Background: an optimization exercise with open tools, aiming at small area and a short achievable clock period. Do not read the settings as production practice. Function was checked by simulation only, so behaviour that the tests miss may differ from the original. Power and IR drop assume default switching activity.

v59:
## router
module router #(
    parameter AXIS_DATA_WIDTH = 40,
    parameter ID_WIDTH = 4,
    parameter CHANNEL_NUMBER = 5,
    parameter BUFFER_LENGTH = 8,
    parameter MAX_ROUTERS_X = 4,
    parameter MAX_ROUTERS_X_WIDTH
    = $clog2(MAX_ROUTERS_X),
    parameter MAX_ROUTERS_Y = 4,
    parameter MAX_ROUTERS_Y_WIDTH
    = $clog2(MAX_ROUTERS_Y),
    parameter ROUTER_X = 1,
    parameter ROUTER_Y = 2,
    parameter STRB_WIDTH = AXIS_DATA_WIDTH/8
)(
    input  clk_i, rst_n_i,
    input  logic [CHANNEL_NUMBER*AXIS_DATA_WIDTH-1:0] in_tdata_i,
    input  logic [CHANNEL_NUMBER*STRB_WIDTH-1:0]      in_tstrb_i,
    input  logic [CHANNEL_NUMBER*STRB_WIDTH-1:0]      in_tkeep_i,
    input  logic [CHANNEL_NUMBER-1:0]                 in_tlast_i,
    input  logic [CHANNEL_NUMBER*ID_WIDTH-1:0]        in_tid_i,
    input  logic [CHANNEL_NUMBER-1:0]                 in_tvalid_i,
    output logic [CHANNEL_NUMBER-1:0]                 in_tready_o,
    output logic [CHANNEL_NUMBER*AXIS_DATA_WIDTH-1:0] out_tdata_o,
    output logic [CHANNEL_NUMBER*STRB_WIDTH-1:0]      out_tstrb_o,
    output logic [CHANNEL_NUMBER*STRB_WIDTH-1:0]      out_tkeep_o,
    output logic [CHANNEL_NUMBER-1:0]                 out_tlast_o,
    output logic [CHANNEL_NUMBER*ID_WIDTH-1:0]        out_tid_o,
    output logic [CHANNEL_NUMBER-1:0]                 out_tvalid_o,
    input  logic [CHANNEL_NUMBER-1:0]                 out_tready_i
);
clock: 7.5 ns
lec_check: 0
abc_clock_period_in_ps: 3000
cap_margin: 20
core_margin: 2
core_utilization: 55
cts_buf_list: sky130_fd_sc_hd__clkbuf_8 sky130_fd_sc_hd__clkbuf_16
cts_cluster_diameter: 70
cts_cluster_size: 25
place_density: 0.65
setup_slack_margin: 4.3
slew_margin: 20
standard.sh (not shown) runs the stock make flow with config.mk's settings and CLKGATE_MAP_FILE= SYNTH_SCRIPT=/design/flow/synth_recipe.tcl, a recipe that flattens the netlist after the stock synthesis.
==> flow/flow/run.sh <==
#!/bin/bash
# The standard layout, with plain buffers (rather than the delay cells
# buffer_ports picks by itself) as the port buffers.
set -uo pipefail
export BUFFER_PORTS_ARGS="-buffer_cell sky130_fd_sc_hd__buf_2"
bash standard.sh > standard.log 2>&1
v59 reached the end of the flow, and the finished layout is clean on the timing, DRC and antenna checks.
Modified inputs, v35 compared to v59
# v59
export LEC_CHECK = 0
export ABC_CLOCK_PERIOD_IN_PS = 3000
export CAP_MARGIN = 20
export CORE_MARGIN = 2
export CORE_UTILIZATION = 55
export CTS_BUF_LIST = sky130_fd_sc_hd__clkbuf_8 sky130_fd_sc_hd__clkbuf_16
export CTS_CLUSTER_DIAMETER = 70
export CTS_CLUSTER_SIZE = 25
export PLACE_DENSITY = 0.65
export SETUP_SLACK_MARGIN = 4.3
export SLEW_MARGIN = 20
create_clock -name core_clock -period 7.5 [get_ports {clk_i}]
# v35
export LEC_CHECK = 0
export ABC_CLOCK_PERIOD_IN_PS = 3000
export CAP_MARGIN = 20
export CORE_MARGIN = 2
export CORE_UTILIZATION = 60
export CTS_BUF_LIST = sky130_fd_sc_hd__clkbuf_8 sky130_fd_sc_hd__clkbuf_16
export CTS_CLUSTER_DIAMETER = 70
export CTS_CLUSTER_SIZE = 25
export PLACE_DENSITY = 0.7
export SETUP_SLACK_MARGIN = 4.3
export SLEW_MARGIN = 20
create_clock -name core_clock -period 7.5 [get_ports {clk_i}]
Notes after the runs:
v35 vs. v59: global routing usage on met3 up 0.44 points; maximum frequency rose by 1.7%; final-layout non-clock buffer area share went up by 0.50 points.
Utilization v59 -> v35: up
On power per cell area, v59 and v35 are neck and neck.
[v35] global-route usage rose 1.7 points relative to v59
Wire length of the first global-routing pass (v35 vs. v59) decreases by a few percent
NOTE: highest fanout seen on the critical path in v35 exceeds that of v59
Total power: v35 vs v59, no meaningful difference
Compared to v59, the router laid down less metal wire for v35.
### v35 -> v51
# v35
export LEC_CHECK = 0
export ABC_CLOCK_PERIOD_IN_PS = 3000
export CAP_MARGIN = 20
export CORE_MARGIN = 2
export CORE_UTILIZATION = 60
export CTS_BUF_LIST = sky130_fd_sc_hd__clkbuf_8 sky130_fd_sc_hd__clkbuf_16
export CTS_CLUSTER_DIAMETER = 70
export CTS_CLUSTER_SIZE = 25
export PLACE_DENSITY = 0.7
export SETUP_SLACK_MARGIN = 4.3
export SLEW_MARGIN = 20
create_clock -name core_clock -period 7.5 [get_ports {clk_i}]
# v51
export LEC_CHECK = 0
export ABC_CLOCK_PERIOD_IN_PS = 3000
export CAP_MARGIN = 20
export CORE_MARGIN = 2
export CORE_UTILIZATION = 60
export CTS_BUF_LIST = sky130_fd_sc_hd__clkbuf_8 sky130_fd_sc_hd__clkbuf_16
export CTS_CLUSTER_DIAMETER = 70
export CTS_CLUSTER_SIZE = 25
export GPL_ROUTABILITY_DRIVEN = 0
export PLACE_DENSITY = 0.7
export SETUP_SLACK_MARGIN = 4.3
export SLEW_MARGIN = 20
create_clock -name core_clock -period 7.5 [get_ports {clk_i}]
### Flow results
- v51 vs. v35: summed instance area of the synthesized netlist level; post-placement cell count neither gained nor lost much; global routing usage on met3 moved up.
- Delay of the slowest cell on the worst path is lower on v51
- Relative to v35, wire length of the first global-routing pass has decreased by about 0.7% in v51.
- Between v51 and v35, the layout-stage area growth over the synthesis result does not differ in any meaningful way.
- When v51 is set beside v35, its final worst setup slack turns out to be 0.0085 ns smaller.
Input changes introduced in v38 (baseline for comparison: v51):
# v51
export LEC_CHECK = 0
export ABC_CLOCK_PERIOD_IN_PS = 3000
export CAP_MARGIN = 20
export CORE_MARGIN = 2
export CORE_UTILIZATION = 60
export CTS_BUF_LIST = sky130_fd_sc_hd__clkbuf_8 sky130_fd_sc_hd__clkbuf_16
export CTS_CLUSTER_DIAMETER = 70
export CTS_CLUSTER_SIZE = 25
export GPL_ROUTABILITY_DRIVEN = 0
export PLACE_DENSITY = 0.7
export SETUP_SLACK_MARGIN = 4.3
export SLEW_MARGIN = 20
create_clock -name core_clock -period 7.5 [get_ports {clk_i}]
# v38
export LEC_CHECK = 0
export ABC_CLOCK_PERIOD_IN_PS = 3000
export CAP_MARGIN = 20
export CORE_MARGIN = 2
export CORE_UTILIZATION = 60
export CTS_CLUSTER_DIAMETER = 50
export CTS_CLUSTER_SIZE = 20
export PLACE_DENSITY = 0.7
export SETUP_SLACK_MARGIN = 4.3
export SLEW_MARGIN = 20
create_clock -name core_clock -period 7.5 [get_ports {clk_i}]
Results
- v38 vs v51: CTS buffer count up by more than a quarter
- Going from v51 to v38, the ratio of final minimum period to clock period was found to have gone down by 0.76 points.
- | fraction of power consumed by combinational cells | higher: v51 |
- In the reports for v38 and v51, the smaller share of power burned in registers belongs to v38.
- Delta (v38 minus v51): global-route usage rose by 0.55 points; area after detailed placement has remained practically unchanged.
- Cmp v38 and v51 / sequential share of cell area / lower: v38
- v38 has post-layout minimum cycle time below what v51 had.
- Of v38 and v51, the run reporting the higher wire length the detailed router placed on met1 was v38.
- NOTE first-pass GRT wire length v51->v38 increased slightly
- v38 ended with every stage complete and zero timing, DRC or antenna violations.
- Diff v51 -> v38 | summed area of non-filler cells in the final layout | up slightly
Setup changes, v38 to v20
# v38
export LEC_CHECK = 0
export ABC_CLOCK_PERIOD_IN_PS = 3000
export CAP_MARGIN = 20
export CORE_MARGIN = 2
export CORE_UTILIZATION = 60
export CTS_CLUSTER_DIAMETER = 50
export CTS_CLUSTER_SIZE = 20
export PLACE_DENSITY = 0.7
export SETUP_SLACK_MARGIN = 4.3
export SLEW_MARGIN = 20
create_clock -name core_clock -period 7.5 [get_ports {clk_i}]
# v20
export LEC_CHECK = 0
export ABC_CLOCK_PERIOD_IN_PS = 3000
export CAP_MARGIN = 20
export CORE_MARGIN = 2
export CORE_UTILIZATION = 60
export PLACE_DENSITY = 0.7
export SETUP_SLACK_MARGIN = 4.3
export SLEW_MARGIN = 20
create_clock -name core_clock -period 7.5 [get_ports {clk_i}]
## What came out
Diff v20 and v38: filler cell count higher in v38
| share of total power in the clock network | v20 vs v38 | 3.4 points higher |
v20 gives more number of standard cells in the layout, taps in and fillers out than v38 did.
End-of-flow core utilization (v20 over v38): increase, 1.0 points
Post-cts resize count up 1.5% in v20 wrt v38
Area after synthesis: v38 vs v20, no meaningful difference
Sort v20 and v38 by post-route fraction of the period consumed by the critical path, ascending, and v20 comes first.

static timing again, ports no longer ideal:
Ports are ideal in the flow. The routed layouts listed here were re-timed in OpenROAD.
Step 1 sets driving cells, clkbuf_16 on the clock port and buf_2 on the other inputs (assumed; they add their load-dependent delay and slew).
Step 2 moves the port delays by t, midway between the first and last clock arrival at a register: inputs arrive t later, outputs are due t later. That takes back most of the time a late clock gives input paths.
Three values: ideal ports, drivers, drivers and shift; two values: the first two.
run	t, ns	setup WS [ns]	hold slack, ns	cell pins on the clock port's net
v59	0.927	4.088 / 4.147 / 3.220	0.498 / 0.498 / 0.498	1
v35	0.879	4.144 / 4.189 / 3.311	0.494 / 0.494 / 0.494	1
v51	0.876	4.136 / 4.136 / 3.319	0.494 / 0.494 / 0.494	1
v38	0.935	4.193 / 4.193 / 3.330	0.493 / 0.493 / 0.493	1
v20	0.948	4.219 / 4.216 / 3.322	0.490 / 0.490 / 0.490	1
After both steps every run listed still meets setup and hold. For v20, which loses most, drivers alone change the setup slack by -0.003 ns; drivers and shift together by -0.897 ns.
